Background: an optimization exercise with open tools, aiming at small area, a short achievable clock period and few clock cycles per item. Do not read the settings as production practice. Where RTL was checked, it was by simulation tests only, not by an equivalence proof against the original. The RTL of runs 1 and 2 was laid out without a check of its function.

### run.sh
#!/bin/bash
# synth_recipe.tcl (not shown) runs the flow's synth.tcl, then flattens the netlist and writes it again
# the make line also repeats each setting of config.mk as NAME=value (left out here)
make -C /OpenROAD-flow-scripts/flow DESIGN_CONFIG=/design/flow/config.mk WORK_HOME=/design/flow/orfs CLKGATE_MAP_FILE= SYNTH_SCRIPT=/design/flow/synth_recipe.tcl finish
### config.mk
export PLATFORM = sky130hd
export DESIGN_NAME = mdu_top
export DESIGN_NICKNAME = mdu_top
export VERILOG_FILES = /design/flow/design.v
export SDC_FILE = /design/flow/constraint.sdc
export NUM_CORES = 4
export LEC_CHECK = 0
export CAP_MARGIN = 20
export CORE_MARGIN = 2
export CORE_UTILIZATION = 40
export SLEW_MARGIN = 20
### constraint.sdc
create_clock -name core_clock -period 10.0 [get_ports {clk}]
set_input_delay 2.0000 -clock core_clock [delete_from_list [all_inputs] [get_ports {clk}]]
set_output_delay 2.0000 -clock core_clock [all_outputs]
set_load 0.01 [all_outputs]
### design.v
module mdu_top(
  input  logic        clk,
  input  logic        rst,
  input  logic        mdu_in_valid,
  input  logic [2:0]  funct3,
  input  logic [31:0] mdu_in_1,
  input  logic [31:0] mdu_in_2,
  input  logic        cpu_busy,
  output logic [31:0] mdu_out,
  output logic        mdu_out_valid,
  output logic        mdu_busy,
  output logic        exception
);
  logic s_pend, s_mul, s_mcor, s_norm, s_div, s_dfix;
  logic vld;
  logic busy;
  logic [33:0] a;       
  logic [32:0] h;       
  logic [31:0] l;       
  logic        bp;      
  logic [5:0]  cnt;     
  logic [2:0]  op;
  logic        nneg;    
  logic        dneg;    
  logic        dzr;     
  logic        exc;
  logic        c_h, c_l, c_inv, c_b1, c_b2, c_binv, c_ci;
  logic        c_d1, c_d2, c_dinv;    
  assign mdu_out       = h[31:0];
  assign mdu_out_valid = vld;
  assign mdu_busy      = busy;
  assign exception     = exc;
  wire accept = mdu_in_valid & ~busy;
  wire div_signed = ~op[0];
  wire [36:0] a37 = {{3{a[33]}}, a};
  logic [36:0] add_a, add_b, add_c, cs_s, cs_c, sum;
  logic        sum_lsb;
  always_comb begin
    add_a = ({37{c_h}} & {{4{h[32]}}, h}) |
            ({37{c_l}} & {5'd0, l});
    add_a = add_a ^ {37{c_inv}};
    add_b = (({37{c_b1}} & a37) | ({37{c_b2}} & {a37[35:0], 1'b0})) ^ {37{c_binv}};
    add_c = (({37{c_d1}} & {a37[34:0], 2'b0}) | ({37{c_d2}} & {a37[33:0], 3'b0})) ^ {37{c_dinv}};
    cs_s = add_a ^ add_b ^ add_c;
    cs_c = {(add_a[35:0] & add_b[35:0]) | (add_a[35:0] & add_c[35:0]) | (add_b[35:0] & add_c[35:0]), c_ci};
    {sum, sum_lsb} = {cs_s, 1'b1} + {cs_c, c_dinv};
  end
  function automatic logic [5:0] clz32(input logic [31:0] x);
    logic [15:0] z1; logic [15:0] c1;
    logic [7:0]  z2; logic [1:0] c2 [8];
    logic [3:0]  z3; logic [2:0] c3 [4];
    logic [1:0]  z4; logic [3:0] c4 [2];
    logic        z5; logic [4:0] c5;
    for (int i = 0; i < 16; i++) begin
      z1[i] = ~(x[2*i+1] | x[2*i]);
      c1[i] = ~x[2*i+1];
    end
    for (int i = 0; i < 8; i++) begin
      z2[i] = z1[2*i+1] & z1[2*i];
      c2[i] = z1[2*i+1] ? {1'b1, c1[2*i]} : {1'b0, c1[2*i+1]};
    end
    for (int i = 0; i < 4; i++) begin
      z3[i] = z2[2*i+1] & z2[2*i];
      c3[i] = z2[2*i+1] ? {1'b1, c2[2*i]} : {1'b0, c2[2*i+1]};
    end
    for (int i = 0; i < 2; i++) begin
      z4[i] = z3[2*i+1] & z3[2*i];
      c4[i] = z3[2*i+1] ? {1'b1, c3[2*i]} : {1'b0, c3[2*i+1]};
    end
    z5 = z4[1] & z4[0];
    c5 = z4[1] ? {1'b1, c4[0]} : {1'b0, c4[1]};
    clz32 = z5 ? 6'd32 : {1'b0, c5};
  endfunction
  wire [5:0] nclz = clz32(l ^ {32{nneg}});
  wire [5:0] dclz0 = clz32(a[31:0] ^ {32{dneg}});
  wire [5:0] dclz = dclz0[5] ? 6'd31 : dclz0;
  wire [6:0] kdiff = {1'b0, dclz} - {1'b0, nclz} + {6'd0, nneg};    
  wire [4:0] k = kdiff[4:0];
  wire [33:0] a_sh = a << k;
  wire ovf = dneg & (&a) & (l == 32'h80000000);
  wire q = ~sum[36];
  wire last_mul = (cnt[3:0] == 4'd1);
  wire last_div = (cnt == 6'd1);
  wire op_mulhu = (op[1:0] == 2'd3);
  wire fix_inv = div_signed & (op[1] ? nneg : (nneg ^ dneg));
  function automatic logic [2:0] booth(input logic b2, input logic b1, input logic b0);
    booth[0] = b1 ^ b0;
    booth[1] = (b2 & ~b1 & ~b0) | (~b2 & b1 & b0);
    booth[2] = b2 & ~(b1 & b0);
  endfunction
  wire go = accept & ~(vld & cpu_busy);           
  wire resume = s_pend & ~cpu_busy;
  wire norm_fix = dzr | kdiff[6];                 
  wire need_fix = dzr | fix_inv;                  
  logic n_mul, n_mcor, n_norm, n_div, n_dfix, n_pend;
  always_comb begin
    n_pend = (accept & vld & cpu_busy) | (s_pend & cpu_busy);
    n_mul  = (go & ~funct3[2]) | (resume & ~op[2]) | (s_mul & ~last_mul);
    n_mcor = s_mul & last_mul & op_mulhu & nneg;
    n_norm = (go & funct3[2]) | (resume & op[2]);
    n_div  = (s_norm & ~norm_fix) | (s_div & ~last_div);
    n_dfix = ((s_norm & norm_fix) | (s_div & last_div)) & need_fix;
  end
  logic [2:0] bn, bn2;
  always_comb begin
    if (!busy) begin
      bn  = booth(mdu_in_1[1], mdu_in_1[0], 1'b0);
      bn2 = booth(mdu_in_1[3], mdu_in_1[2], mdu_in_1[1]);
    end else if (s_pend) begin
      bn  = booth(l[1], l[0], 1'b0);
      bn2 = booth(l[3], l[2], l[1]);
    end else begin
      bn  = booth(l[5], l[4], l[3]);
      bn2 = booth(l[7], l[6], l[5]);
    end
  end
  wire nneg_n = busy ? nneg : (mdu_in_1[31] & ~funct3[0]);
  always_ff @(posedge clk or posedge rst) begin
    if (rst) begin
      s_pend <= 1'b0; s_mul <= 1'b0; s_mcor <= 1'b0;
      s_norm <= 1'b0; s_div <= 1'b0; s_dfix <= 1'b0;
      vld  <= 1'b0;
      busy <= 1'b0;
    end else begin
      s_pend <= n_pend; s_mul <= n_mul; s_mcor <= n_mcor;
      s_norm <= n_norm; s_div <= n_div; s_dfix <= n_dfix;
      busy <= n_pend | n_mul | n_mcor | n_norm | n_div | n_dfix;
      if ((s_mul & ~n_mul & ~n_mcor) | s_mcor | s_dfix |
          (((s_norm & norm_fix) | (s_div & last_div)) & ~need_fix)) vld <= 1'b1;
      else if (~cpu_busy & (~busy | s_pend))             vld <= 1'b0;
    end
  end
  always_ff @(posedge clk) begin
    c_h    <= (s_mul & n_mul) | n_mcor | n_div | (n_dfix & ~dzr & op[1]);
    c_l    <= n_norm | (n_dfix & (dzr ? op[1] : ~op[1]));
    c_inv  <= (n_norm & nneg_n) | (n_dfix & (dzr ? ~op[1] : fix_inv));
    c_b1   <= (n_mul & bn[0]) | n_mcor | n_div;
    c_b2   <= n_mul & bn[1];
    c_binv <= (n_mul & bn[2]) | (n_div & ~dneg);
    c_d1   <= n_mul & bn2[0];
    c_d2   <= n_mul & bn2[1];
    c_dinv <= n_mul & bn2[2];
    c_ci   <= (n_mul & bn[2]) | (n_div & ~dneg) | (n_norm & nneg_n) |
              (n_dfix & ~dzr & fix_inv);
  end
  always_ff @(posedge clk) begin
    if (!busy) begin
      l    <= mdu_in_1;
      a    <= {{2{mdu_in_2[31] & (funct3[2] ? ~funct3[0] : ~funct3[1])}}, mdu_in_2};
      op   <= funct3;
      nneg <= mdu_in_1[31] & (~funct3[0] | ~funct3[2]);
      dneg <= mdu_in_2[31] & ~funct3[0];
      dzr  <= (mdu_in_2 == 32'd0);
      bp   <= 1'b0;
      cnt  <= 6'd8;
    end
    if (s_mul) begin
      exc <= 1'b0;
      bp  <= l[3];
      l   <= {sum[3:0], l[31:4]};
      cnt <= cnt - 6'd1;
      if (last_mul && op[1:0] == 2'b00) h <= {1'b0, sum[3:0], l[31:4]};
      else                              h <= sum[36:4];
    end
    if (s_mcor) h <= sum[32:0];
    if (s_norm) begin
      exc <= dzr | ovf;
      h   <= {1'b0, sum[31:0]} & {33{~(kdiff[6] & ~op[1] & ~need_fix)}};
      if (!dzr) l <= 32'd0;
      a   <= a_sh;
      cnt <= {1'b0, k} + 6'd1;
    end
    if (s_div) begin
      if (last_div && !op[1] && !need_fix) h <= {1'b0, l[30:0], q};
      else if (q) h <= sum[32:0];
      l   <= {l[30:0], q};
      a   <= {a[33], a[33:1]};
      cnt <= cnt - 6'd1;
    end
    if (s_dfix) h <= sum[32:0];
  end
endmodule
==> results of run 1 <==
how the worst max path moves through the flow:
| stage | to | slack [ps] | depth (start not counted) |
|---|---|---|---|
| floorplan | a[29] | 5140 | 22 |
| global placement | a[31] | 4040 | 19 |
| detailed placement | a[31] | 4070 | 20 |
| CTS | a[31] | 4040 | 20 |
| global route | a[31] | 3690 | 20 |
| finish | a[31] | 4000 | 19 |
per-stage QoR:
step	hold slack (ps)	util (%)	worst slack, ps	area (um^2)
after floorplan	502.0	-	5142	15880
after global placement	503.6	43.11	4040	16780
after CTS	519.5	44.64	4036	17370
after detailed placement	509.9	43.13	4075	16780
final	515.4	44.70	3999	17390
after global routing	539.0	44.70	3693	17390
per-layer routing:
layer / share of wire, % / wire, um
met2: 43 / 26360
met5: 0 / 0
met3: 9.5 / 5821
met1: 43 / 26520
met4: 4.2 / 2602
sequential cells by signal, summed over array words and instances (netlist names), 3 cells and up:
| signal | count |
|---|---|
| h | 33 |
| a | 34 |
| op | 3 |
| cnt | 6 |
| l | 32 |
kinds of logic after synthesis:
group / after synthesis / synth area share, %
AND/OR/NAND/NOR: 634 / 17.93
flip-flops: 130 / 19.60
XOR/XNOR: 153 / 8.532
buffers and inverters: 351 / 9.414
AO/OA/AOI/OAI: 658 / 28.31
multiplexers: 90 / 7.137
adder cells (fa/ha/maj): 93 / 9.075
cells in the mapped netlist (all sizes together), types with 6 or more instances:
| cell | instances | share of area (%) |
|---|---|---|
| a211oi | 20 | 1.0 |
| a21boi | 7 | 0.43 |
| a21o | 21 | 0.99 |
| a21oi | 154 | 4.9 |
| a221o | 12 | 0.76 |
| a221oi | 12 | 0.70 |
| a22oi | 131 | 6.2 |
| a311oi | 11 | 0.61 |
| a31oi | 25 | 1.4 |
| a32oi | 6 | 0.38 |
| and2 | 9 | 0.35 |
| buf | 69 | 2.7 |
| clkbuf | 163 | 3.9 |
| dfrtp | 8 | 1.3 |
| dfxtp | 75 | 9.5 |
| edfxtp | 47 | 8.9 |
| fa | 37 | 4.7 |
| ha | 56 | 4.4 |
| inv | 119 | 2.8 |
| mux2 | 6 | 0.43 |
| mux2i | 66 | 4.2 |
| mux4 | 18 | 2.6 |
| nand2 | 240 | 5.7 |
| nand2b | 14 | 0.55 |
| nand3 | 49 | 1.6 |
| nand4 | 19 | 0.79 |
| nor2 | 191 | 4.6 |
| nor2b | 19 | 0.75 |
| nor3 | 34 | 1.1 |
| nor4 | 13 | 0.55 |
| o211ai | 19 | 0.93 |
| o21ai | 131 | 4.2 |
| o21bai | 10 | 0.47 |
| o221ai | 14 | 0.77 |
| o22ai | 27 | 1.1 |
| o31ai | 11 | 0.55 |
| or2 | 8 | 0.32 |
| or3 | 12 | 0.47 |
| or4 | 10 | 0.47 |
| xnor2 | 38 | 2.1 |
| xor2 | 115 | 6.4 |
area by class of cell:
class / instances / area share [%]
timing repair buffer: 132 / 7.208
multi-input combinational: 1628 / 65.12
sequential: 130 / 17.98
clock inverter: 15 / 0.9495
inverter: 119 / 2.568
clock buffer: 17 / 2.446
tap: 518 / 3.726
==> results.ini, run 1 <==
[logic_synthesis]
postSynthCellCount=2109
avgSynthCellArea_um2=7.531
async_flop_share_pct=6.154
syn-cell-area_mm2=0.01588
yosysSeqAreaShare_pct=19.60
yosys_warnings=7
synth_edf_count=47
ys.flop_type=dfxtp_1
mappedNetlistNets=2273
yosysUniqueCellTypes=95
ys_seq_elements=130

[clocking]
insertion_delay_ps=460
cts_setup_buffers=0
path_clk_slew_ps=70
h-tree-depth=4
cts_buffers=17
clock_sink_count=130
cts_resized=0
clockBufferDepth=2
ctsHoldBuffers=0
clock-root-buffer=clkbuf_16
cts_tree=yes

[timing]
fin_crit_ps=6001
setup_viol=0
rsz0062_at_grt=no
fin_crit_sh_pct=60.01
max_freq_mhz=166.6
clock_skew_ps=14.07
slew_headroom_pct=18.99
tns_ps=0
finalHoldViolCount=0
drv_slew=0
worst_slew_pin_slew_ps=1206

[worst_setup_path]
startpoint_type=flop
slowest_stage=fa_2
r2r-end=a[31]
cp_data_required_time_ps=10160
reg2reg_depth=19
rr_startpoint=l[13]
crit_path_max_incr_delay_ps=1290
critical_path_class=flop to flop
crit_path_end_kind=flop
cp_max_fo=43
path_delay_family=adder cells
startpoint=l[13]
path_cells=or4_1 -> o22ai_1 -> nand2_1 -> nor2_1 -> nor2_1 -> inv_1 -> o31ai_1 -> ha_1 -> inv_1 -> ha_4 -> fa_2 -> mux2i_1 -> a21oi_1 -> mux2_2 -> mux2_2 -> nand2_1 -> o31ai_1 -> a21oi_1 -> o21ai_0
crit_arrival_ps=6160
path_buf_inv=2
r2r_slack_ps=4000

[cells_and_area]
multiInputGateArea_mm2=0.01133
final_common_cell=nand2_1
n_fill_cell=3957
drive_above_1_share_pct=7.153
area_growth_pct=9.516
diodes=0
fin_cells=2559
seq_area_mm2=0.003128
mostFrequentLayoutCells=nand2_1, nor2_1, a21oi_1
final_nets=2192

[placed_design]
place.gp.congestion=0.9670
dpl.hpwl_um=46010
dp.cells=2526
io_buffers=105

[floorplanning]
coreArea_mm2=0.03892
num_rows=72
num_io_pins=106
dieArea_mm2=0.04132
start_util_pct=40.81
die_h_um=203.3
fp.dieW_um=203.3

[drt]
finalWirelength_um=61310
routedWlPerCell_um=23.96
drt_iter0_markers=1983
drtPass1Iterations=6
vias=16250
vias_per_cell=6.349
final_antenna_net_count=0
drc_errors=0

[global_route]
overflow=0
grt_pass1_vias=15270
grtUsageMet2_pct=44.17
grt_pass1_wl_um=94010
grt_use_met3_pct=5.513
grt.total_usage_pct=29.48
grtUsageMet1_pct=41.37
busiest_layer=met2
grt_max_degree=98
antenna_found_initial=0

[worst_hold_path]
worst_hold_path.num_cells=1
worst_hold_path_type=flop to flop
min_from=dneg
holdPathEnd=c_binv

[outcome]
status=complete, no violations

[job]
cap_violations=0

==> run 2, diff against run 1 <==
==> flow/run.sh (new file) <==
#!/bin/bash
# Standard ORFS layout, with the resizer asked for extra setup margin so that
# it repairs timing below the 10 ns constraint. The SDC is left unchanged.
set -euo pipefail
MARGIN=$(cat flow/margin.txt)
bash standard.sh synth > synth.log 2>&1
bash standard.sh SETUP_SLACK_MARGIN=$MARGIN finish > layout.log 2>&1
==> flow/margin.txt (new file) <==
6
==> standard.sh (new file) <==
#!/bin/bash
# synth_recipe.tcl (not shown) runs the flow's synth.tcl, then flattens the netlist and writes it again
# the make line also repeats each setting of config.mk as NAME=value (left out here)
make -C /OpenROAD-flow-scripts/flow DESIGN_CONFIG=/design/flow/config.mk WORK_HOME=/design/flow/orfs CLKGATE_MAP_FILE= SYNTH_SCRIPT=/design/flow/synth_recipe.tcl "${@:-finish}"
removed: run.sh
==> run 2 against run 1 <==
Critical path type unchanged; clock-buffer cell count did not move; routed wire length is 13% higher; die area is the same; cell count up 5.2%; first-iteration DRC count grew 17%; synthesized cell count did not move; highest routed layer unchanged; via count up 7.1%; utilization increased by 6.6 points; cell area increased by 15%.
==> results.ini, run 2 <==
[outcome]
status=complete, no violations  ; unchanged

[timing]
fin_crit_ps=5104  ; was 6001 ps
max_freq_mhz=195.9  ; was 166.6 MHz
rsz0062_at_grt=yes  ; was no
tns_ps=0  ; unchanged
timing.hold.ws_ps=564.1  ; was 515.4 ps
layout_setup_ws_ps=4896  ; was 3999 ps
finalHoldViolCount=0  ; unchanged
setup_viol=0  ; unchanged
worst_slew_pin_slew_ps=1024  ; was 1206 ps
clock_skew_ps=13.22  ; was 14.07 ps
slew_headroom_pct=31.27  ; was 18.99%
drv_slew=0  ; unchanged
fin_crit_sh_pct=51.04  ; was 60.01%

[cells_and_area]
final_nets=2326  ; was 2192
diodes=0  ; unchanged
mostFrequentLayoutCells=nand2_1, nor2_1, a21oi_1  ; unchanged
area_growth_pct=25.63  ; was 9.516%
top_regs=a: 34 flops, h: 33 flops, l: 32 flops  ; unchanged
largest_reg_flops=34  ; unchanged
multiInputGateArea_mm2=0.01243  ; was 0.01133 mm^2
seq_area_mm2=0.003169  ; was 0.003128 mm^2
n_fill_cell=3737  ; was 3957
largest_register=a  ; unchanged
fin_cells=2693  ; was 2559
postLayoutCoreUtil_pct=51.27  ; was 44.70%
finalInstanceArea_mm2=0.01995  ; was 0.01739 mm^2
final_common_cell=nand2_1  ; unchanged
drive_above_1_share_pct=21.93  ; was 7.153%

[logic_synthesis]
ys.flop_type=dfxtp_1  ; unchanged
ys_top_cells_by_area=dfxtp_1, edfxtp_1, xor2_1  ; unchanged
mappedNetlistNets=2273  ; unchanged
yosys_warnings=7  ; unchanged
async_flop_share_pct=6.154  ; unchanged
yosysSeqAreaShare_pct=19.60  ; unchanged
postSynthCellCount=2109  ; unchanged
yosysUniqueCellTypes=95  ; unchanged
synth_top_cell_by_area=dfxtp_1  ; unchanged
yosysMostFrequentCell=nand2_1  ; unchanged
ys_seq_elements=130  ; unchanged
synth_edf_count=47  ; unchanged
synth.top_cell.area_share_pct=9.453  ; unchanged
synthTopCellsByCount=nand2_1, nor2_1, clkbuf_1  ; unchanged
syn-cell-area_mm2=0.01588  ; unchanged
avgSynthCellArea_um2=7.531  ; unchanged

[worst_setup_path]
crit_arrival_ps=5290  ; was 6160 ps
path_cells=or4_4 -> o22ai_2 -> nand2b_1 -> buf_4 -> buf_4 -> buf_6 -> o211ai_1 -> o21ai_1 -> ha_1 -> inv_2 -> ha_4 -> fa_4 -> buf_12 -> buf_12 -> buf_4 -> mux4_2 -> nand2_1 -> nand2_1 -> nor2_1 -> nor3_1 -> a21oi_1 -> o21ai_0  ; was or4_1 -> o22ai_1 -> nand2_1 -> nor2_1 -> nor2_1 -> inv_1 -> o31ai_1 -> ha_1 -> inv_1 -> ha_4 -> fa_2 -> mux2i_1 -> a21oi_1 -> mux2_2 -> mux2_2 -> nand2_1 -> o31ai_1 -> a21oi_1 -> o21ai_0
cp_data_required_time_ps=10190  ; was 10160 ps
crit_path_max_incr_delay_ps=870  ; was 1290 ps
cp_max_fo=7  ; was 43
slowest_stage=fa_4  ; was fa_2
crit_path_end_kind=flop  ; unchanged
startpoint_type=flop  ; unchanged
cpMostUsedCell=buf_4
critical_path_class=flop to flop  ; unchanged

[clocking]
insertion_delay_ps=470  ; was 460 ps
path_clk_slew_ps=70  ; about the same
h-tree-depth=4  ; unchanged
clock-root-buffer=clkbuf_16  ; unchanged
clockBufferDepth=2  ; unchanged
cts_buffers=17  ; unchanged
cts_tree=yes  ; unchanged
ctsHoldBuffers=0  ; unchanged
clock_sink_count=130  ; unchanged

[floorplanning]
fp.dieW_um=203.3  ; unchanged
start_util_pct=40.81  ; unchanged
coreArea_mm2=0.03892  ; unchanged
dieArea_mm2=0.04132  ; unchanged
num_io_pins=106  ; unchanged
die_h_um=203.3  ; unchanged
num_rows=72  ; unchanged

[placed_design]
dp.cells=2526  ; unchanged
io_buffers=105  ; unchanged
dpl.hpwl_um=47410  ; was 46010 um
placed_cell_area_mm2=0.01692  ; was 0.01678 mm^2
place_ws_ps=4006  ; was 4075 ps
place.gp.congestion=0.9568  ; was 0.9670

[drt]
drt_iter0_markers=2322  ; was 1983
vias=17390  ; was 16250
final_antenna_net_count=0  ; unchanged
finalWirelength_um=68990  ; was 61310 um
drc_errors=0  ; unchanged
routedWlPerCell_um=25.62  ; was 23.96 um
vias_per_cell=6.458  ; was 6.349
drtPass1Iterations=8  ; was 6

[global_route]
grt.total_usage_pct=32.56  ; was 29.48%
antenna_found_initial=0  ; unchanged
grt_pass1_vias=16300  ; was 15270
grt_max_degree=75  ; was 98
overflow=0  ; unchanged
grt_pass1_wl_um=102700  ; was 94010 um

[worst_hold_path]
worst_hold_path_type=flop to flop  ; unchanged

[job]
cap_violations=0  ; unchanged

run 2: worst max-delay path: cells and delay by family, from the launching register on:
kind	cells	cell delay, ps
buffers and inverters	7	780
adder cells (fa/ha/maj)	3	1330
multiplexers	1	310
AO/OA/AOI/OAI	5	790
flip-flops	1	500
AND/OR/NAND/NOR	6	1100
run 2: repair_timing:
| action | 4_1_cts | 5_1_grt |
|---|---|---|
| gates resized for setup | 135 | 156 |
| pin swaps | 53 | 65 |
| setup endpoints to repair | 86 | 85 |
| cloned | 8 | 0 |
| buffers inserted | 66 | 60 |
run 2: layer usage:
| metal | share of wire [%] | up-vias | wire (um) | track usage, % |
|---|---|---|---|---|
| met4 | 5.4 | 0 | 3706 | 15.41 |
| met1 | 42 | 8426 | 28640 | 45.09 |
| met3 | 10 | 209 | 7117 | 6.056 |
| li1 | - | 7674 | - | - |
| met2 | 43 | 1083 | 29530 | 48.81 |
| met5 | 0 | - | 0 | 0 |
run 2: worst paths after layout:
kind / cells past startpoint / from / slack, ps / to
max in group asynchronous: 2 / rst / 7910 / s_mul
worst min-delay path: 2 / l[8] / 560 / l[9]
worst max-delay path: 22 / a[11] / 4900 / a[23]
worst min register to register: 2 / l[8] / 560 / l[9]
min in group asynchronous: 2 / rst / 1810 / busy
worst max register to register: 22 / a[11] / 4900 / a[23]
run 2: logic make-up after synthesis:
| kind of cell | after synthesis | share of synthesized area, % |
|---|---|---|
| AOI/OAI and AO/OA | 658 | 28.31 |
| and+or+nand+nor | 634 | 17.93 |
| buffers and inverters | 351 | 9.414 |
| xor gates and xnor gates | 153 | 8.532 |
| DFF | 130 | 19.60 |
| adders and majority gates | 93 | 9.075 |
| muxes | 90 | 7.137 |
run 2: layout make-up:
type / instances / area share (%)
timing repair buffer: 263 / 13.25
clock buffer: 17 / 2.132
inverter: 119 / 2.251
multi-input combinational: 1631 / 62.31
sequential: 130 / 15.88
clock inverter: 15 / 0.9218
tap: 518 / 3.248
==> run 3, diff against run 2 <==
--- a/design.v
+++ b/design.v
@@ -26,2 +26,4 @@
   logic        exc;
+  logic [5:0]  nclz;    
+  logic [5:0]  dclz;    
   logic        c_h, c_l, c_inv, c_b1, c_b2, c_binv, c_ci;
@@ -73,5 +75,3 @@
   endfunction
-  wire [5:0] nclz = clz32(l ^ {32{nneg}});
-  wire [5:0] dclz0 = clz32(a[31:0] ^ {32{dneg}});
-  wire [5:0] dclz = dclz0[5] ? 6'd31 : dclz0;
+  wire [5:0] dclz_in = clz32(mdu_in_2 ^ {32{mdu_in_2[31] & ~funct3[0]}});
   wire [6:0] kdiff = {1'b0, dclz} - {1'b0, nclz} + {6'd0, nneg};    
@@ -153,2 +153,4 @@
       dzr  <= (mdu_in_2 == 32'd0);
+      nclz <= clz32(mdu_in_1 ^ {32{mdu_in_1[31] & ~funct3[0]}});
+      dclz <= dclz_in[5] ? 6'd31 : dclz_in;
       bp   <= 1'b0;
==> run.sh (new file) <==
#!/bin/bash
# synth_recipe.tcl (not shown) runs the flow's synth.tcl, then flattens the netlist and writes it again
# the make line also repeats each setting of config.mk as NAME=value (left out here)
make -C /OpenROAD-flow-scripts/flow DESIGN_CONFIG=/design/flow/config.mk WORK_HOME=/design/flow/orfs CLKGATE_MAP_FILE= SYNTH_SCRIPT=/design/flow/synth_recipe.tcl finish
--- a/config.mk
+++ b/config.mk
@@ -7,5 +7,5 @@
 export LEC_CHECK = 0
-export CAP_MARGIN = 20
+export CAP_MARGIN = 50
 export CORE_MARGIN = 2
 export CORE_UTILIZATION = 40
-export SLEW_MARGIN = 20
+export SLEW_MARGIN = 80
removed: flow/run.sh
removed: flow/margin.txt
removed: standard.sh
==> run 3 against run 2 <==
Non-clock buffer count increased by 35; highest routed layer is now met5; synthesized cell count shrank 0.85%; register-to-register slack worse by 1200 ps; critical endpoint is now h[16]; largest cell class unchanged; first-iteration DRC count fell by 14%; cell count up 1.6%; clock skew hardly changed; worst setup slack worse by 1200 ps.
==> results.ini, run 3 <==
[outcome]
status=complete, no violations  ; unchanged

[placed_design]
place.gp.congestion=0.9519  ; was 0.9568
io_buffers=105  ; unchanged
placed_cell_area_mm2=0.01943  ; was 0.01692 mm^2
place_ws_ps=4066  ; was 4006 ps
dpl.hpwl_um=49940  ; was 47410 um

[logic_synthesis]
ys_top_cells_by_area=edfxtp_1, dfxtp_1, xor2_1  ; was dfxtp_1, edfxtp_1, xor2_1
ys_seq_elements=141  ; was 130
yosysUniqueCellTypes=88  ; was 95
postSynthCellCount=2091  ; was 2109
yosys_warnings=7  ; unchanged
yosysMostFrequentCell=nand2_1  ; unchanged
mappedNetlistNets=2255  ; was 2273
syn-cell-area_mm2=0.01617  ; was 0.01588 mm^2
synth_top_cell_by_area=edfxtp_1  ; was dfxtp_1
async_flop_share_pct=5.674  ; was 6.154%
synth.top_cell.area_share_pct=10.77  ; was 9.453%
avgSynthCellArea_um2=7.733  ; was 7.531 um^2
ys.flop_type=dfxtp_1  ; unchanged
synthTopCellsByCount=nand2_1, a21oi_1, nor2_1, o21ai_0, a22oi_1  ; was nand2_1, nor2_1, clkbuf_1
synth_edf_count=58  ; was 47
yosysSeqAreaShare_pct=21.29  ; was 19.60%

[worst_setup_path]
crit_arrival_ps=6680  ; was 5290 ps
startpoint=a[11]  ; unchanged
cp_max_fo=7  ; unchanged
critical_path_class=flop to flop  ; unchanged
startpoint_type=flop  ; unchanged
crit_path_end_kind=flop  ; unchanged
cp_data_required_time_ps=10410  ; was 10190 ps
rr_startpoint=a[11]  ; unchanged

[timing]
layout_setup_ws_ps=3732  ; was 4896 ps
fin_crit_ps=6268  ; was 5104 ps
max_freq_mhz=159.5  ; was 195.9 MHz
clock_skew_ps=13.40  ; was 13.22 ps
slew_headroom_pct=77.42  ; was 31.27%
setup_viol=0  ; unchanged
finalHoldViolCount=0  ; unchanged
drv_slew=0  ; unchanged
worst_slew_pin_slew_ps=338.7  ; was 1024 ps
fin_crit_sh_pct=62.68  ; was 51.04%
tns_ps=0  ; unchanged
rsz0062_at_grt=no  ; was yes
timing.hold.ws_ps=550.0  ; was 564.1 ps

[clocking]
cts_buffers=17  ; unchanged
h-tree-depth=4  ; unchanged
clock_sink_count=141  ; was 130
insertion_delay_ps=460  ; was 470 ps
cts_setup_buffers=0  ; was 66
ctsHoldBuffers=0  ; unchanged
cts_tree=yes  ; unchanged
path_clk_slew_ps=70  ; about the same
clock-root-buffer=clkbuf_16  ; unchanged
cts_resized=0  ; was 135
clockBufferDepth=2  ; unchanged

[cells_and_area]
seq_area_mm2=0.003505  ; was 0.003169 mm^2
largest_reg_flops=34  ; unchanged
mostFrequentLayoutCells=nand2_1, nor2_1, a21oi_1  ; unchanged
final_nets=2361  ; was 2326
finalInstanceArea_mm2=0.02034  ; was 0.01995 mm^2
multiInputGateArea_mm2=0.01251  ; was 0.01243 mm^2
top_regs=a: 34 flops, h: 33 flops, l: 32 flops  ; unchanged
n_fill_cell=3848  ; was 3737
area_growth_pct=25.78  ; was 25.63%
postLayoutCoreUtil_pct=51.07  ; was 51.27%
largest_register=a  ; unchanged
final_common_cell=nand2_1  ; unchanged
diodes=0  ; unchanged
drive_above_1_share_pct=21.58  ; was 21.93%

[global_route]
grt_max_degree=39  ; was 75
overflow=0  ; unchanged
grt_pass1_wl_um=97470  ; was 102700 um
grt.total_usage_pct=30.38  ; was 32.56%
grt_pass1_vias=15990  ; was 16300
antenna_found_initial=1  ; was 0

[floorplanning]
start_util_pct=40.61  ; was 40.81%
die_h_um=205.1  ; was 203.3 um
num_rows=73  ; was 72
coreArea_mm2=0.03982  ; was 0.03892 mm^2
fp.dieW_um=205.1  ; was 203.3 um
dieArea_mm2=0.04205  ; was 0.04132 mm^2
num_io_pins=106  ; unchanged

[drt]
finalWirelength_um=64580  ; was 68990 um
drtPass1Iterations=7  ; was 8
routedWlPerCell_um=23.61  ; was 25.62 um
vias=17280  ; was 17390
drc_errors=0  ; unchanged
vias_per_cell=6.317  ; was 6.458
final_antenna_net_count=0  ; unchanged
drt_iter0_markers=1991  ; was 2322

[job]
cap_violations=0  ; unchanged

[worst_hold_path]
worst_hold_path_type=flop to flop  ; unchanged
min_from=l[22]  ; was l[8]

[run 3: cell type report]
cell class	instances	share of cell area [%]
multi-input cells	1612	61.52
clock buffers	18	2.215
repair buffers	298	12.86
well taps	525	3.230
clock inverters	14	0.5967
flip-flops and latches	141	17.23
inverters	127	2.356
[run 3: final timing paths]
path,endpoint,slack (ps),depth (start not counted)
max,h[16],3730,24
min,l[23],550,2
max reg2reg,h[16],3730,24
min reg2reg,l[23],550,2
max in group asynchronous,s_dfix,8060,2
min in group asynchronous,busy,1760,2
[run 3: worst max-delay path, cell delays in order, from the launching register on]
cell	delay, ps
edfxtp_1	450
clkdlybuf4s18_2	310
clkdlybuf4s18_2	290
a22oi_1	230
xor2_1	140
fa_1	560
inv_1	50
ha_2	440
a21oi_2	110
o211ai_1	170
clkdlybuf4s25_1	330
a22oi_1	90
clkdlybuf4s25_1	320
clkdlybuf4s25_1	290
a211o_1	330
a2111oi_4	380
buf_1	190
clkdlybuf4s50_1	540
o31ai_4	70
clkbuf_2	160
buf_1	160
buf_1	140
buf_2	170
a211oi_1	170
a221o_1	130
[run 3: through the flow]
| step | instances |
|---|---|
| floorplan | 2091 |
| global placement | 2538 |
| detailed placement | 2693 |
| CTS | 2725 |
| global route | 2735 |
| finish | 2735 |
[run 3: layer usage]
layer | GRT usage [%] | share of wire (%)
met2 | 49.38 | 46
met3 | 4.661 | 9.2
met1 | 40.56 | 40
met5 | 0 | 0.014
met4 | 11.64 | 4.2
[run 3: cells by family after synthesis]
| logic type | after synthesis | synth area share (%) |
|---|---|---|
| flops | 141 | 21.29 |
| buf+inv | 338 | 9.270 |
| xor+xnor | 150 | 8.124 |
| mux | 107 | 7.977 |
| compound gates | 651 | 26.62 |
| simple gates | 611 | 17.80 |
| fa+ha+maj | 93 | 8.914 |
Testbench counts of run 3, summed over its fixed seeds: cycles 18,533, ops 2,400.
==> run 4, diff against run 3 <==
--- a/config.mk
+++ b/config.mk
@@ -7,5 +7,5 @@
 export LEC_CHECK = 0
-export CAP_MARGIN = 50
+export CAP_MARGIN = 20
 export CORE_MARGIN = 2
 export CORE_UTILIZATION = 40
-export SLEW_MARGIN = 80
+export SLEW_MARGIN = 20
==> run 4 against run 3 <==
Still clean on timing, DRC and antenna; synthesized area is the same; first-iteration DRC count grew 0.55%; cell area shrank 13%; critical path type unchanged; critical endpoint is now h[12].
==> results.ini, run 4 <==
[drt]
drtPass1Iterations=6  ; was 7
vias_per_cell=6.403  ; was 6.317
drc_errors=0  ; unchanged
drt_iter0_markers=2002  ; was 1991
final_antenna_net_count=0  ; unchanged
vias=16460  ; was 17280
routedWlPerCell_um=24.43  ; was 23.61 um
finalWirelength_um=62820  ; was 64580 um

[timing]
worst_slew_pin_slew_ps=1116  ; was 338.7 ps
finalHoldViolCount=0  ; unchanged
slew_headroom_pct=25.59  ; was 77.42%
setup_viol=0  ; unchanged
rsz0062_at_grt=no  ; unchanged
max_freq_mhz=179.8  ; was 159.5 MHz
fin_crit_ps=5561  ; was 6268 ps
drv_slew=0  ; unchanged
clock_skew_ps=13.72  ; was 13.40 ps
fin_crit_sh_pct=55.61  ; was 62.68%
tns_ps=0  ; unchanged

[logic_synthesis]
synth_top_cell_by_area=edfxtp_1  ; unchanged
synth_compound_area_share_pct=26.62  ; unchanged
synth.top_cell.area_share_pct=10.77  ; unchanged
mappedNetlistNets=2255  ; unchanged
ys_seq_elements=141  ; unchanged
synthMuxAreaShare_pct=7.977  ; unchanged
ys.flop_type=dfxtp_1  ; unchanged
yosysMostFrequentCell=nand2_1  ; unchanged
avgSynthCellArea_um2=7.733  ; unchanged
synthTopCellsByCount=nand2_1, a21oi_1, nor2_1, o21ai_0, a22oi_1  ; unchanged
synth-simple-area-share_pct=17.80  ; unchanged
synth_fa_ha_area_share_pct=8.914  ; unchanged
syn-cell-area_mm2=0.01617  ; unchanged
ys_top_cells_by_area=edfxtp_1, dfxtp_1, xor2_1  ; unchanged
synthXorXnorAreaFrac_pct=8.124  ; unchanged
yosysUniqueCellTypes=88  ; unchanged
postSynthCellCount=2091  ; unchanged
async_flop_share_pct=5.674  ; unchanged
yosysSeqAreaShare_pct=21.29  ; unchanged
synth_top_family_by_area=compound AO/OA/AOI/OAI gates  ; unchanged
synth_edf_count=58  ; unchanged
yosys_warnings=7  ; unchanged

[global_route]
overflow=0  ; unchanged
antenna_found_initial=0  ; was 1
grt_max_degree=66  ; was 39
grt_pass1_vias=15370  ; was 15990
grt_pass1_wl_um=95180  ; was 97470 um
grt.total_usage_pct=29.80  ; was 30.38%

[clocking]
clockBufferDepth=2  ; unchanged
cts_tree=yes  ; unchanged
ctsHoldBuffers=0  ; unchanged
clock-root-buffer=clkbuf_16  ; unchanged
path_clk_slew_ps=70  ; about the same
h-tree-depth=4  ; unchanged
cts_buffers=17  ; unchanged
cts_setup_buffers=0  ; unchanged
cts_resized=0  ; unchanged
clock_sink_count=141  ; unchanged
insertion_delay_ps=460  ; about the same

[worst_setup_path]
crit_arrival_ps=5950  ; was 6680 ps
critical_path_class=flop to flop  ; unchanged
cp_max_fo=33  ; was 7
cp_data_required_time_ps=10380  ; was 10410 ps
startpoint_type=flop  ; unchanged
crit_path_end_kind=flop  ; unchanged

[placed_design]
place.gp.congestion=0.9519  ; unchanged
dpl.hpwl_um=46470  ; was 49940 um
io_buffers=105  ; unchanged

[floorplanning]
die_h_um=205.1  ; unchanged
num_io_pins=106  ; unchanged
num_rows=73  ; unchanged
dieArea_mm2=0.04205  ; unchanged
start_util_pct=40.61  ; unchanged
fp.dieW_um=205.1  ; unchanged
coreArea_mm2=0.03982  ; unchanged

[cells_and_area]
area_growth_pct=9.192  ; was 25.78%
top_regs=a: 34 flops, h: 33 flops, l: 32 flops  ; unchanged
mostFrequentLayoutCells=nand2_1, a21oi_1, nor2_1  ; was nand2_1, nor2_1, a21oi_1
largest_register=a  ; unchanged
largest_reg_flops=34  ; unchanged
drive_above_1_share_pct=6.064  ; was 21.58%
final_common_cell=nand2_1  ; unchanged
n_fill_cell=4143  ; was 3848
final_nets=2196  ; was 2361

[worst_hold_path]
worst_hold_path_type=flop to flop  ; unchanged

[job]
cap_violations=0  ; unchanged

[outcome]
status=complete, no violations  ; unchanged

## run 4: cell count changes in the layout (fill, tap and decap cells not counted), sizes merged, moves of 2 or more
cell	change
buf	-138
clkdlybuf4s18	-22
clkdlybuf4s50	+17
clkdlybuf4s15	-10
clkdlybuf4s25	-6
clkbuf	-5
clkinvlp	+2
## run 4: cell type report
| class | count | area [um^2] | share of cell area, % |
|---|---|---|---|
| clock inverters | 14 | 110.1 | 0.6236 |
| inverters | 127 | 476.7 | 2.700 |
| well taps | 525 | 656.9 | 3.720 |
| flip-flops and latches | 141 | 3453 | 19.56 |
| diodes | 1 | 2.502 | 0.01417 |
| clock buffers | 18 | 429.2 | 2.431 |
| multi-input cells | 1612 | 11270 | 63.81 |
| repair buffers | 133 | 1261 | 7.143 |
## run 4: per-stage QoR
stage	cells	hold slack (ps)	setup slack, ps	instance area [um^2]	util, %
4_1_cts	2570	596.6	4554	17650	44.33
3_3_place_gp	2538	578.6	4625	17120	42.98
3_5_place_dp	2538	590.7	4580	17120	42.98
6_report	2571	608.2	4439	17660	44.34
2_1_floorplan	2091	501.1	5573	16170	-
5_1_grt	2570	641.8	4250	17650	44.33
## run 4: metal layers
layer	track usage [%]	routed length, um	part of all wire, %	up-vias
li1	-	-	-	7454
met1	40.09	26050	41	7988
met2	46.68	28410	45	868
met3	4.375	5362	8.5	152
met4	14.65	2995	4.8	0
met5	0	0	0	-
## run 4: cell families (layout without fill, tap and decap cells)
| family | Yosys count | after routing |
|---|---|---|
| adders and majority gates | 93 | 93 |
| and+or+nand+nor | 611 | 611 |
| muxes | 107 | 107 |
| xor gates and xnor gates | 150 | 150 |
| other | 0 | 1 |
| buffers and inverters | 338 | 292 |
| AOI/OAI and AO/OA | 651 | 651 |
| DFF | 141 | 141 |
## run 4: worst max-delay path: stages (launching register included)
cell	delay (ps)
dfxtp_1	300
buf_4	250
a22oi_1	520
xor2_1	150
fa_1	500
inv_1	40
ha_1	410
nand2_1	180
nor4_1	390
a22oi_1	190
a211o_1	370
a2111oi_4	470
o31a_1	920
nand2_2	330
a211o_1	320
o211ai_1	90
## run 4: path summary, 6_finish.rpt
path                            start  endpoint  slack, ps  depth (start not counted)
min in group asynchronous         rst      busy       1780                          2
worst min register to register  l[22]     l[23]        610                          2
worst max register to register    c_h     h[12]       4440                         15
worst max-delay path              c_h     h[12]       4440                         15
worst min-delay path            l[22]     l[23]        610                          2
max in group asynchronous         rst     s_mul       7950                          2
==> run 5, diff against run 4 <==
--- a/config.mk
+++ b/config.mk
@@ -7,2 +7,3 @@
 export LEC_CHECK = 0
+export ABC_AREA = 1
 export CAP_MARGIN = 20
==> run 5 against run 4 <==
Still clean on timing, DRC and antenna; sequential cell count is the same; register-to-register slack gained 340 ps; non-clock buffer count shrank 6; critical endpoint is now h[7]; clock-buffer cell count grew 6; cell area grew 6.6%; worst setup slack gained 340 ps.
==> results.ini, run 5 <==
[cells_and_area]
final_nets=2864  ; was 2196
fin_cells=3252  ; was 2571
largest_register=a  ; unchanged
mostFrequentLayoutCells=nand2_1, inv_1, o21ai_0  ; was nand2_1, a21oi_1, nor2_1
diodes=0  ; was 1
top_regs=a: 34 flops, h: 33 flops, l: 32 flops  ; unchanged
drive_above_1_share_pct=4.718  ; was 6.064%
n_fill_cell=4431  ; was 4143
largest_reg_flops=34  ; unchanged
final_common_cell=nand2_1  ; unchanged
area_growth_pct=10.30  ; was 9.192%

[clocking]
cts_setup_buffers=0  ; unchanged
cts_buffers=17  ; unchanged
h-tree-depth=4  ; unchanged
clock_sink_count=141  ; unchanged
insertion_delay_ps=470  ; was 460 ps
path_clk_slew_ps=70  ; about the same
clock-root-buffer=clkbuf_16  ; unchanged
ctsHoldBuffers=0  ; unchanged
cts_tree=yes  ; unchanged
cts_resized=0  ; unchanged
clockBufferDepth=2  ; unchanged

[worst_setup_path]
r2r_slack_ps=4780  ; was 4440 ps
path_buf_inv=3  ; was 2
cp_data_required_time_ps=10410  ; was 10380 ps
cpMostUsedCell=nand2_1
critical_path_class=flop to flop  ; unchanged
cp_max_fo=32  ; was 33
slowest_stage=inv_1  ; was o31a_1
crit_arrival_ps=5630  ; was 5950 ps
path_delay_family=simple AND/OR/NAND/NOR gates  ; was compound AO/OA/AOI/OAI gates
crit_path_end_kind=flop  ; unchanged
reg2reg_depth=20  ; was 15
rr_startpoint=c_l  ; was c_h
path_cells=inv_1 -> o21ai_0 -> xor2_1 -> fa_1 -> inv_1 -> ha_1 -> nand2_1 -> nor2_1 -> nand2_1 -> a21oi_1 -> nor2_1 -> nand2_1 -> nand2_1 -> nand3_2 -> nand3_2 -> inv_2 -> nand2_1 -> nand2_1 -> nor2_1 -> nor2_1  ; was buf_4 -> a22oi_1 -> xor2_1 -> fa_1 -> inv_1 -> ha_1 -> nand2_1 -> nor4_1 -> a22oi_1 -> a211o_1 -> a2111oi_4 -> o31a_1 -> nand2_2 -> a211o_1 -> o211ai_1
r2r-end=h[7]  ; was h[12]
startpoint_type=flop  ; unchanged
crit_path_max_incr_delay_ps=760  ; was 920 ps

[global_route]
grt_pass1_vias=17610  ; was 15370
grt.total_usage_pct=30.23  ; was 29.80%
antenna_found_initial=1  ; was 0
grt_max_degree=69  ; was 66
overflow=0  ; unchanged
grt_pass1_wl_um=102800  ; was 95180 um

[worst_hold_path]
worst_hold_path_type=flop to flop  ; unchanged
holdPathEnd=l[10]  ; was l[23]
min_from=l[14]  ; was l[22]
worst_hold_path.num_cells=2  ; unchanged

[timing]
slew_headroom_pct=28.32  ; was 25.59%
fin_crit_ps=5220  ; was 5561 ps
fin_crit_sh_pct=52.20  ; was 55.61%
rsz0062_at_grt=no  ; unchanged
clock_skew_ps=17.48  ; was 13.72 ps
drv_slew=0  ; unchanged
layout_setup_ws_ps=4780  ; was 4439 ps
tns_ps=0  ; unchanged
max_freq_mhz=191.6  ; was 179.8 MHz
setup_viol=0  ; unchanged
worst_slew_pin_slew_ps=1074  ; was 1116 ps
finalHoldViolCount=0  ; unchanged

[placed_design]
dp.cells=3220  ; was 2538
place.gp.congestion=0.9942  ; was 0.9519
io_buffers=105  ; unchanged
dpl.hpwl_um=53280  ; was 46470 um
place_ws_ps=4906  ; was 4580 ps

[floorplanning]
num_rows=75  ; was 73
dieArea_mm2=0.04433  ; was 0.04205 mm^2
fp.dieW_um=210.6  ; was 205.1 um
start_util_pct=40.59  ; was 40.61%
num_io_pins=106  ; unchanged
coreArea_mm2=0.04204  ; was 0.03982 mm^2
die_h_um=210.6  ; was 205.1 um

[logic_synthesis]
synth_top_cell_by_area=nand2_1  ; was edfxtp_1
ys_top_cells_by_area=nand2_1, edfxtp_1, dfxtp_1  ; was edfxtp_1, dfxtp_1, xor2_1
ys.flop_type=dfxtp_1  ; unchanged
yosysSeqAreaShare_pct=20.18  ; was 21.29%
synthTopCellsByCount=nand2_1, inv_1, o21ai_0  ; was nand2_1, a21oi_1, nor2_1, o21ai_0, a22oi_1
yosys_warnings=7  ; unchanged
synth_edf_count=58  ; unchanged
yosysUniqueCellTypes=65  ; was 88
ys_seq_elements=141  ; unchanged
avgSynthCellArea_um2=6.292  ; was 7.733 um^2
yosysMostFrequentCell=nand2_1  ; unchanged
synth.top_cell.area_share_pct=14.34  ; was 10.77%
mappedNetlistNets=2876  ; was 2255
postSynthCellCount=2712  ; was 2091
syn-cell-area_mm2=0.01707  ; was 0.01617 mm^2
async_flop_share_pct=5.674  ; unchanged

[drt]
finalWirelength_um=68190  ; was 62820 um
vias=18890  ; was 16460
final_antenna_net_count=0  ; unchanged
drt_iter0_markers=2103  ; was 2002
drc_errors=0  ; unchanged
routedWlPerCell_um=20.97  ; was 24.43 um
drtPass1Iterations=6  ; unchanged
vias_per_cell=5.809  ; was 6.403

[outcome]
status=complete, no violations  ; unchanged

[job]
cap_violations=0  ; unchanged

run 5: cell count changes after synthesis, moves of 65 or more:
cell / change
nand2_1: +427
inv_1: +247
o22ai_1: +97
o21ai_0: +94
nand3_1: +92
a22oi_1: -91
mux2i_1: -65
run 5: how the worst max path moves through the flow:
stage,endpoint,cells after the start,startpoint
finish,h[7],20,c_l
global route,h[10],22,c_b1
CTS,h[7],20,c_l
detailed placement,nclz[3],9,funct3[0]
global placement,nclz[3],9,funct3[0]
floorplan,dclz[0],12,mdu_in_2[31]
run 5: area by class of cell:
cell class | count | area [um^2] | area share (%)
clock inverter | 8 | 98.84 | 0.5251
tap | 539 | 674.4 | 3.583
sequential | 141 | 3445 | 18.30
clock buffer | 24 | 525.5 | 2.792
inverter | 406 | 1526 | 8.110
timing repair buffer | 127 | 1216 | 6.461
multi-input combinational | 2007 | 11340 | 60.23
run 5: cell families (layout without fill, tap and decap cells):
logic type | count (synthesis) | after routing | synth area share, %
flops | 141 | 141 | 20.18
mux | 20 | 20 | 1.173
fa+ha+maj | 93 | 93 | 8.446
simple gates | 1102 | 1102 | 27.44
xor+xnor | 130 | 130 | 6.760
buf+inv | 564 | 565 | 13.45
compound gates | 662 | 662 | 22.55
run 5: tightest hold or removal path, delay by kind of cell, from the launching register on:
family	cells	cell delay, ps
compound gates	2	170
flops	1	330
run 5: layer usage:
metal  vias to the layer above  wire length (um)  GRT usage [%]
met5                         -                13              0
met4                         2              2630          12.36
met3                       149              6612          6.719
met2                       978             29730          46.39
met1                      8816             29210          41.03
li1                       8946                 -              -
run 5: through the flow:
| stage | utilization, % | area [um^2] | hold slack [ps] |
|---|---|---|---|
| CTS | 44.77 | 18820 | 550.5 |
| finish | 44.77 | 18820 | 549.3 |
| detailed placement | 43.29 | 18200 | 538.9 |
| global route | 44.77 | 18820 | 571.3 |
| floorplan | - | 17070 | 503.3 |
| global placement | 43.29 | 18200 | 532.6 |
==> run 6, diff against run 5 <==
==> flow/run.sh (new file) <==
#!/bin/bash
# Standard ORFS layout with two changes to how it is made (the SDC is unchanged):
# - the port buffers that ORFS inserts at placement are plain buffers (buf_2)
#   instead of the delay cells buffer_ports picks by default;
# - the resizer is asked for extra setup margin (flow/margin.txt, in ns) so it
#   also repairs timing below the 10 ns constraint.
set -euo pipefail
MARGIN=$(cat flow/margin.txt)
bash standard.sh synth > synth.log 2>&1
bash standard.sh "BUFFER_PORTS_ARGS=-buffer_cell sky130_fd_sc_hd__buf_2" \
  "SETUP_SLACK_MARGIN=$MARGIN" finish > layout.log 2>&1
==> flow/margin.txt (new file) <==
5.5
==> standard.sh (new file) <==
#!/bin/bash
# synth_recipe.tcl (not shown) runs the flow's synth.tcl, then flattens the netlist and writes it again
# the make line also repeats each setting of config.mk as NAME=value (left out here)
make -C /OpenROAD-flow-scripts/flow DESIGN_CONFIG=/design/flow/config.mk WORK_HOME=/design/flow/orfs CLKGATE_MAP_FILE= SYNTH_SCRIPT=/design/flow/synth_recipe.tcl "${@:-finish}"
--- a/config.mk
+++ b/config.mk
@@ -7,4 +7,3 @@
 export LEC_CHECK = 0
-export ABC_AREA = 1
-export CAP_MARGIN = 20
+export CAP_MARGIN = 40
 export CORE_MARGIN = 2
removed: run.sh
==> run 6 against run 5 <==
Highest routed layer is now met4; synthesized cell count decreased by 23%; synthesized area is 5.2% lower; largest cell class unchanged; still clean on timing, DRC and antenna; first-iteration DRC count up 1.8%; global-route usage fell by 1.0 points; critical path type unchanged.
==> results.ini, run 6 <==
[outcome]
status=complete, no violations  ; unchanged

[clocking]
insertion_delay_ps=460  ; was 470 ps
clockBufferDepth=2  ; unchanged
h-tree-depth=4  ; unchanged
cts_tree=yes  ; unchanged
clock_sink_count=141  ; unchanged
path_clk_slew_ps=60  ; was 70 ps
clock-root-buffer=clkbuf_16  ; unchanged
cts_buffers=17  ; unchanged

[floorplanning]
num_io_pins=106  ; unchanged
start_util_pct=40.61  ; was 40.59%
num_rows=73  ; was 75
fp.dieW_um=205.1  ; was 210.6 um
dieArea_mm2=0.04205  ; was 0.04433 mm^2
coreArea_mm2=0.03982  ; was 0.04204 mm^2
die_h_um=205.1  ; was 210.6 um

[logic_synthesis]
ys.flop_type=dfxtp_1  ; unchanged
ys_seq_elements=141  ; unchanged
yosysMostFrequentCell=nand2_1  ; unchanged
ys_top_cells_by_area=edfxtp_1, dfxtp_1, xor2_1  ; was nand2_1, edfxtp_1, dfxtp_1
synth_edf_count=58  ; unchanged
postSynthCellCount=2091  ; was 2712
synthTopCellsByCount=nand2_1, a21oi_1, nor2_1, o21ai_0, a22oi_1  ; was nand2_1, inv_1, o21ai_0
async_flop_share_pct=5.674  ; unchanged
yosysSeqAreaShare_pct=21.29  ; was 20.18%
yosysUniqueCellTypes=88  ; was 65
yosys_warnings=7  ; unchanged
syn-cell-area_mm2=0.01617  ; was 0.01707 mm^2
mappedNetlistNets=2255  ; was 2876
avgSynthCellArea_um2=7.733  ; was 6.292 um^2
synth.top_cell.area_share_pct=10.77  ; was 14.34%
synth_top_cell_by_area=edfxtp_1  ; was nand2_1

[global_route]
grt.total_usage_pct=29.23  ; was 30.23%
grt_pass1_wl_um=93490  ; was 102800 um
antenna_found_initial=0  ; was 1
grt_max_degree=66  ; was 69
grt_pass1_vias=15420  ; was 17610
overflow=0  ; unchanged

[cells_and_area]
top_regs=a: 34 flops, h: 33 flops, l: 32 flops  ; unchanged
drive_above_1_share_pct=16.79  ; was 4.718%
area_growth_pct=12.19  ; was 10.30%
finalInstanceArea_mm2=0.01814  ; was 0.01882 mm^2
final_common_cell=nand2_1  ; unchanged
largest_reg_flops=34  ; unchanged
largest_register=a  ; unchanged
fin_cells=2628  ; was 3252
diodes=0  ; unchanged
n_fill_cell=4045  ; was 4431
final_nets=2254  ; was 2864
mostFrequentLayoutCells=nand2_1, a21oi_1, nor2_1  ; was nand2_1, inv_1, o21ai_0

[drt]
vias=16630  ; was 18890
vias_per_cell=6.326  ; was 5.809
drc_errors=0  ; unchanged
drt_iter0_markers=2141  ; was 2103
drtPass1Iterations=7  ; was 6
routedWlPerCell_um=23.71  ; was 20.97 um
finalWirelength_um=62310  ; was 68190 um
final_antenna_net_count=0  ; unchanged

[placed_design]
io_buffers=105  ; unchanged
dp.cells=2543  ; was 3220
dpl.hpwl_um=45480  ; was 53280 um
place.gp.congestion=0.9869  ; was 0.9942
placed_cell_area_mm2=0.01665  ; was 0.01820 mm^2

[worst_hold_path]
min_from=l[26]  ; was l[14]
worst_hold_path_type=flop to flop  ; unchanged

[timing]
clock_skew_ps=17.95  ; was 17.48 ps
fin_crit_ps=4462  ; was 5220 ps
finalHoldViolCount=0  ; unchanged
worst_slew_pin_slew_ps=910.9  ; was 1074 ps
max_freq_mhz=224.1  ; was 191.6 MHz
setup_viol=0  ; unchanged
rsz0062_at_grt=yes  ; was no
fin_crit_sh_pct=44.62  ; was 52.20%
slew_headroom_pct=38.31  ; was 28.32%
tns_ps=0  ; unchanged
drv_slew=0  ; unchanged

[job]
cap_violations=0  ; unchanged

[worst_setup_path]
startpoint=l[10]  ; was c_l
cp_max_fo=7  ; was 32
critical_path_class=flop to flop  ; unchanged
r2r_slack_ps=5540  ; was 4780 ps
crit_path_end_kind=flop  ; unchanged
cp_data_required_time_ps=10330  ; was 10410 ps
startpoint_type=flop  ; unchanged
crit_arrival_ps=4790  ; was 5630 ps
rr_startpoint=l[10]  ; was c_l

-- run 6: cell types whose count changed in the layout (fill, tap and decap cells not counted), sizes merged, moves of 21 or more --
| cell | previous run | this run |
|---|---|---|
| nand2 | 659 | 226 |
| inv | 400 | 130 |
| nor2 | 193 | 139 |
| nand3 | 143 | 46 |
| buf | 22 | 190 |
| or3 | 0 | 21 |
| o22ai | 112 | 15 |
| a22oi | 39 | 130 |
| xnor2 | 6 | 36 |
| o21ai | 263 | 144 |
| mux2i | 20 | 85 |
| clkdlybuf4s50 | 105 | 0 |
-- run 6: worst paths after layout --
check	cells after the start	to
min reg2reg	2	l[27]
max	15	h[25]
min in group asynchronous	2	s_mul
min	2	l[27]
max in group asynchronous	2	s_mul
max reg2reg	15	h[25]
-- run 6: metal layers --
layer,GRT usage (%),share of wire [%]
met5,0,0
met4,13.62,4.8
met3,6.061,10
met2,45.80,45
met1,38.47,40
-- run 6: layout make-up --
| cell class | count | area, um^2 | share of cell area (%) |
|---|---|---|---|
| Clock inverter | 12 | 135.1 | 0.7448 |
| Tap cell | 525 | 656.9 | 3.621 |
| Inverter | 127 | 478.0 | 2.634 |
| Multi-Input combinational cell | 1612 | 11620 | 64.07 |
| Timing Repair Buffer | 191 | 1326 | 7.310 |
| Clock buffer | 20 | 457.9 | 2.524 |
| Sequential cell | 141 | 3465 | 19.10 |
-- run 6: cell families after synthesis --
group	share of synthesized area [%]
and+or+nand+nor	17.80
buffers and inverters	9.270
DFF	21.29
muxes	7.977
adders and majority gates	8.914
xor gates and xnor gates	8.124
AOI/OAI and AO/OA	26.62
-- run 6: through the flow --
stage	utilization, %	worst slack (ps)	hold WS, ps
floorplan	-	5573	501.1
global placement	41.67	4931	581.4
detailed placement	41.81	4820	589.7
CTS	44.12	5484	603.0
global route	45.56	5405	625.8
finish	45.56	5538	595.5
-- run 6: what timing repair did --
action,in CTS,in global routing
hold buffers,0,0
cloned,0,1
endpoints found under the setup margin,33,33
gates resized for setup,32,73
pin swaps,3,10
setup buffers,23,27
-- run 6: worst max-delay path, stage by stage (launching register included) --
cell and delay (ps):
dfxtp_1 660, a22oi_1 170, xor2_1 210, fa_1 510
inv_1 40, ha_1 340, a21oi_1 300, o21ai_0 150
a221oi_1 450, o31ai_4 180, a311oi_2 280, buf_4 180
o21ai_0 150, xnor2_2 330, o221a_2 260, o221ai_1 110
==> run 7, diff against run 6 <==
==> flow/margin.txt (replaced) <==
6
--- a/config.mk
+++ b/config.mk
@@ -7,2 +7,3 @@
 export LEC_CHECK = 0
+export ABC_AREA = 1
 export CAP_MARGIN = 40
==> run 7 against run 6 <==
Cell count rose by 25%; highest routed layer unchanged; still clean; first-iteration DRC count rose by 26%; register-to-register slack improved by 630 ps; worst hold slack got worse by 46 ps; cell area rose by 6.0%; routed wire length rose by 12%; global-route usage rose by 2.0 points; non-clock buffer count fell by 23.
==> results.ini, run 7 <==
[timing]
fin_crit_sh_pct=38.70  ; was 44.62%
worst_slew_pin_slew_ps=939.0  ; was 910.9 ps
slew_headroom_pct=36.83  ; was 38.31%
finalHoldViolCount=0  ; unchanged
setup_viol=0  ; unchanged
fin_crit_ps=3870  ; was 4462 ps
clock_skew_ps=17.80  ; was 17.95 ps

[logic_synthesis]
synth_top_cell_by_area=nand2_1  ; was edfxtp_1
synth_edf_count=58  ; unchanged
yosysMostFrequentCell=nand2_1  ; unchanged
avgSynthCellArea_um2=6.292  ; was 7.733 um^2
synthTopCellsByCount=nand2_1, inv_1, o21ai_0  ; was nand2_1, a21oi_1, nor2_1, o21ai_0, a22oi_1
ys_top_cells_by_area=nand2_1, edfxtp_1, dfxtp_1  ; was edfxtp_1, dfxtp_1, xor2_1
async_flop_share_pct=5.674  ; unchanged
mappedNetlistNets=2876  ; was 2255
postSynthCellCount=2712  ; was 2091
synth.top_cell.area_share_pct=14.34  ; was 10.77%
syn-cell-area_mm2=0.01707  ; was 0.01617 mm^2
ys.flop_type=dfxtp_1  ; unchanged

[placed_design]
place.gp.congestion=1.013  ; was 0.9869
dpl.hpwl_um=54520  ; was 45480 um
io_buffers=105  ; unchanged

[global_route]
grt_pass1_wl_um=104900  ; was 93490 um
grt_max_degree=69  ; was 66
grt_pass1_vias=17520  ; was 15420
antenna_found_initial=0  ; unchanged
grt.total_usage_pct=31.20  ; was 29.23%
overflow=0  ; unchanged

[worst_setup_path]
crit_path_end_kind=flop  ; unchanged
slowest_stage=nor4_4  ; was dfxtp_1
startpoint_type=input port  ; was flop
crit_arrival_ps=4070  ; was 4790 ps
cp_max_fo=27  ; was 7
crit_path_max_incr_delay_ps=390  ; was 660 ps
critical_path_class=input port to flop  ; was flop to flop
path_cells=buf_2 -> nor2_4 -> inv_4 -> nand3_1 -> o21ai_1 -> nand2_1 -> nor3_2 -> nand2_2 -> nor4_4 -> a31oi_1  ; was a22oi_1 -> xor2_1 -> fa_1 -> inv_1 -> ha_1 -> a21oi_1 -> o21ai_0 -> a221oi_1 -> o31ai_4 -> a311oi_2 -> buf_4 -> o21ai_0 -> xnor2_2 -> o221a_2 -> o221ai_1
path_delay_family=simple AND/OR/NAND/NOR gates  ; was compound AO/OA/AOI/OAI gates
cp_data_required_time_ps=10200  ; was 10330 ps

[floorplanning]
start_util_pct=40.59  ; was 40.61%
die_h_um=210.6  ; was 205.1 um
fp.dieW_um=210.6  ; was 205.1 um
num_io_pins=106  ; unchanged
coreArea_mm2=0.04204  ; was 0.03982 mm^2
dieArea_mm2=0.04433  ; was 0.04205 mm^2

[cells_and_area]
largest_register=a  ; unchanged
drive_above_1_share_pct=13.38  ; was 16.79%
final_common_cell=nand2_1  ; unchanged
largest_reg_flops=34  ; unchanged
top_regs=a: 34 flops, h: 33 flops, l: 32 flops  ; unchanged
diodes=0  ; unchanged
n_fill_cell=4514  ; was 4045
final_nets=2909  ; was 2254

[clocking]
clock_sink_count=141  ; unchanged
path_clk_slew_ps=70  ; was 60 ps
clockBufferDepth=2  ; unchanged
ctsHoldBuffers=0  ; unchanged
cts_tree=yes  ; unchanged
clock-root-buffer=clkbuf_16  ; unchanged

[drt]
drt_iter0_markers=2696  ; was 2141
drc_errors=0  ; unchanged
vias_per_cell=5.774  ; was 6.326
drtPass1Iterations=6  ; was 7
final_antenna_net_count=0  ; unchanged
vias=19040  ; was 16630
routedWlPerCell_um=21.26  ; was 23.71 um
finalWirelength_um=70080  ; was 62310 um

[outcome]
status=complete, no violations  ; unchanged

[worst_hold_path]
worst_hold_path_type=flop to flop  ; unchanged

==> run 7: area by class of cell <==
cell class,instances,area (um^2),area share [%]
sequential,141,3456,17.98
multi-input combinational,2009,11750,61.14
timing repair inverter,2,15.01,0.07810
timing repair buffer,168,1120,5.825
inverter,406,1570,8.168
tap,539,674.4,3.508
clock buffer,21,471.7,2.454
clock inverter,11,162.7,0.8461
==> run 7: metrics by stage <==
step	hold slack (ps)	worst slack [ps]	instance area [um^2]
2_1_floorplan	503.3	6411	17070
3_3_place_gp	528.8	5060	17670
3_5_place_dp	528.6	5247	17800
4_1_cts	547.6	6007	18610
5_1_grt	567.7	5924	19220
6_report	549.0	6130	19220
==> run 7: timing repair <==
item / CTS / global route
pin swaps: 4 / 8
cloned: 2 / 2
buffers inserted: 9 / 23
endpoints found under the setup margin: 40 / 55
gates resized for setup: 37 / 125
==> run 7: cells by family (layout without fill, tap and decap cells) <==
kind of cell | count (synthesis) | count (layout) | synth area share [%]
buffers and inverters | 564 | 608 | 13.45
adder cells (fa/ha/maj) | 93 | 93 | 8.446
XOR/XNOR | 130 | 130 | 6.760
multiplexers | 20 | 20 | 1.173
AO/OA/AOI/OAI | 662 | 662 | 22.55
flip-flops | 141 | 141 | 20.18
AND/OR/NAND/NOR | 1102 | 1104 | 27.44
==> run 7: path summary, 6_finish.rpt <==
path	start	end	slack, ps	cells past startpoint
worst max-delay path	funct3[0]	nclz[0]	6130	10
max in group asynchronous	rst	s_mul	8250	2
worst min-delay path	l[24]	l[20]	550	2
worst max register to register	a[30]	h[27]	6170	19
worst min register to register	l[24]	l[20]	550	2
min in group asynchronous	rst	busy	1480	2
==> run 7: worst register-to-register path: stages, from the launching register on <==
cell and delay, ps:
edfxtp_1 430, clkinvlp_4 260, o22ai_2 240, xor2_1 120
fa_1 550, inv_1 40, ha_2 410, nand2_1 120
nor2_1 190, nand2_1 130, a21oi_1 160, nor2_2 70
nand2_1 80, nand2_2 70, nand3_4 220, nand3_4 170
buf_4 190, nor2_1 90, nand2_1 70, a21oi_1 140
==> run 7: layer usage <==
metal	vias to the layer above	part of all wire, %	global-route usage (%)
met3	131	9.1	4.842
li1	9026	-	-
met2	971	45	49.50
met5	-	0	0
met1	8909	42	42.88
met4	0	3.7	11.34

separate check: timing with driven ports:
Ports are ideal in the flow. The routed layouts listed here were re-timed in OpenROAD. Step 1 sets driving cells, clkbuf_16 on the clock port and buf_2 on the other inputs (assumed; they add their load-dependent delay and slew). Step 2, shift: input delay + t, output delay - t, t = (earliest + latest rising clock arrival at the registers) / 2. This alone moves slack from input paths to output paths. a / b / c = no drivers / after step 1 / after step 2; a / b = the first two.
run | t, ns | slack for setup (ns) | worst setup path at the end | worst data-port slew with drivers (ns)
run 1 | 0.517 | 3.999 / 3.999 / 3.999 | register to register | 0.06
run 2 | 0.516 | 4.896 / 4.896 / 4.896 | register to register | 0.07
run 3 | 0.508 | 3.732 / 3.732 / 3.732 | register to register | 0.04
run 4 | 0.508 | 4.439 / 4.439 / 4.439 | register to register | 0.04
run 5 | 0.511 | 4.780 / 4.780 / 4.780 | register to register | 0.04
run 6 | 0.505 | 5.538 / 5.538 / 5.197 | input to register | 0.04
run 7 | 0.526 | 6.130 / 6.161 / 5.635 | input to register | 0.04
After both steps setup and hold are still met in every run listed. The setup slack of run 7, which loses most, moves by +0.031 ns with the drivers and by -0.495 ns with both steps.
